This is an optimization exercise on Yosys and OpenROAD, whose aim is small area, a short achievable clock period and few clock cycles, not a production implementation. At most, simulation tests tie the RTL to the original design; equivalence was not proved.

Design produto_escalar, start of the top module:
module produto_escalar (
    input  logic         clk_i,
    input  logic         rst_i,
    input  logic         iniciar,
    input  logic [31:0]  a0, a1, a2, a3, a4, a5, a6, a7,
    input  logic [31:0]  b0, b1, b2, b3, b4, b5, b6, b7,
    output logic [63:0]  resultado,
    output logic         concluido
);
Size: about 580 I/O pins.
clock: 11.5 ns
lec_check: 0
cap_margin: 20
core_margin: 2
core_utilization: 40
slew_margin: 20
synth_hierarchical: 1
synth_minimum_keep_size: 0
buffer_ports_args: -buffer_cell sky130_fd_sc_hd__buf_1
standard.sh (not shown) runs the stock make flow with config.mk's settings and CLKGATE_MAP_FILE= SYNTH_SCRIPT=/design/flow/synth_recipe.tcl, a recipe that flattens the netlist after the stock synthesis.
==> flow/flow/run.sh <==
#!/bin/bash
set -e
echo 'export BUFFER_PORTS_ARGS = -buffer_cell sky130_fd_sc_hd__buf_1' >> config.mk
bash standard.sh SETUP_SLACK_MARGIN=7 finish > standard.log 2>&1
The first run ran to the end with no violations.
==> next run, changes <==
--- a/flow/design.v
+++ b/flow/design.v
@@ -2,35 +2,35 @@
     input  logic         clk_i,
     input  logic         rst_i,
     input  logic         iniciar,
     input  logic [31:0]  a0, a1, a2, a3, a4, a5, a6, a7,
     input  logic [31:0]  b0, b1, b2, b3, b4, b5, b6, b7,
     output logic [63:0]  resultado,
     output logic         concluido
 );
   logic        iniciar_prev;
-  logic [8:1]  fase;           
+  logic [9:1]  fase;           
   logic [31:0] a_r;
   logic [15:0] one_r, two_r, neg_r;
   logic [63:0] acc_s, acc_c;
   wire ocupado = |fase;
   wire inicio  = iniciar & ~iniciar_prev & ~ocupado;
   wire en      = inicio | (|fase[7:1]);
   always_ff @(posedge clk_i) begin
     if (rst_i) begin
       iniciar_prev <= 1'b0;
-      fase         <= 8'd0;
+      fase         <= 9'd0;
       concluido    <= 1'b0;
     end else begin
       iniciar_prev <= iniciar;
-      fase         <= {fase[7:1], inicio};
+      fase         <= {fase[8:1], inicio};
       if (inicio)       concluido <= 1'b0;
-      else if (fase[8]) concluido <= 1'b1;
+      else if (fase[9]) concluido <= 1'b1;
     end
   end
   wire [31:0] a_sel = ({32{~ocupado}} & a0) | ({32{fase[1]}} & a1) |
                       ({32{fase[2]}} & a2) | ({32{fase[3]}} & a3) |
                       ({32{fase[4]}} & a4) | ({32{fase[5]}} & a5) |
                       ({32{fase[6]}} & a6) | ({32{fase[7]}} & a7);
   wire [31:0] b_sel = ({32{~ocupado}} & b0) | ({32{fase[1]}} & b1) |
                       ({32{fase[2]}} & b2) | ({32{fase[3]}} & b3) |
                       ({32{fase[4]}} & b4) | ({32{fase[5]}} & b5) |
@@ -1467,40 +1467,19 @@
   assign nxt_c[58] = fs553;
   assign nxt_c[59] = fc553;
   assign nxt_c[60] = fs555;
   assign nxt_c[61] = fs556;
   assign nxt_c[62] = fc556;
   assign nxt_c[63] = fc557;
   always_ff @(posedge clk_i) begin
     acc_s <= nxt_s;
     acc_c <= nxt_c;
+    resultado <= acc_s + acc_c;
   end
-  produto_escalar_add64 u_soma (.x(acc_s), .y(acc_c), .s(resultado));
-endmodule
-module produto_escalar_add64 (
-    input  logic [63:0] x, y,
-    output logic [63:0] s
-);
-  logic [63:0] g [0:6];
-  logic [63:0] p [0:6];
-  assign g[0] = x & y;
-  assign p[0] = x ^ y;
-  for (genvar l = 0; l < 6; l++) begin : nivel
-    for (genvar i = 0; i < 64; i++) begin : bit_
-      if (i >= (1 << l)) begin : comb
-        assign g[l+1][i] = g[l][i] | (p[l][i] & g[l][i - (1 << l)]);
-        assign p[l+1][i] = p[l][i] & p[l][i - (1 << l)];
-      end else begin : pass
-        assign g[l+1][i] = g[l][i];
-        assign p[l+1][i] = p[l][i];
-      end
-    end
-  end
-  assign s = p[0] ^ {g[6][62:0], 1'b0};
 endmodule
 module produto_escalar_fa (
     input  logic a, b, c,
     output logic s, co
 );
   assign s  = a ^ b ^ c;
   assign co = (a & b) | (a & c) | (b & c);
 endmodule
Result: Worst setup slack gets better by 1.7 ns; area after synthesis went up by 4.7%; cell area went down by 2.0%; count of clock-buffer cells in the layout goes up by 18; die area rose by 4.7%; global-route usage shrinks by 1.7 points; core utilization fell by 2.9 points; hold slack is better by 0.012 ns.
Testbench counts after the change, summed over its fixed seeds: cycles 26,400.
No functional check of the RTL was part of the first run of this note.

static timing again, ports no longer ideal:
No port has a modelled driver above. Below, the same layouts with a new extraction and two added sets of constraints.
Step 1 assumes that a clkbuf_16 drives the clock port and a buf_2 every other input.
Step 2 times the ports against the registers' clock, not the clock port: input delays grow and output delays shrink by t, the midpoint of the rising clock arrivals with the driver on.
Three values: no drivers, after step 1, after step 2; two values: the first two.
run | t, ns | slack for setup (ns) | hold WS [ns] | worst setup path after step 2 | pins driven straight from the clock port
the first run | 0.685 | 5.405 / 5.329 / 6.014 | 0.469 / 0.469 / 0.469 | register to output | 1
the second run | 0.639 | 7.092 / 7.092 / 6.858 | 0.481 / 0.481 / 0.481 | input to register | 1
After both steps setup and hold are still met in every run listed. The setup slack of the second run, which loses most, moves by 0.000 ns with the drivers and by -0.234 ns with both steps.
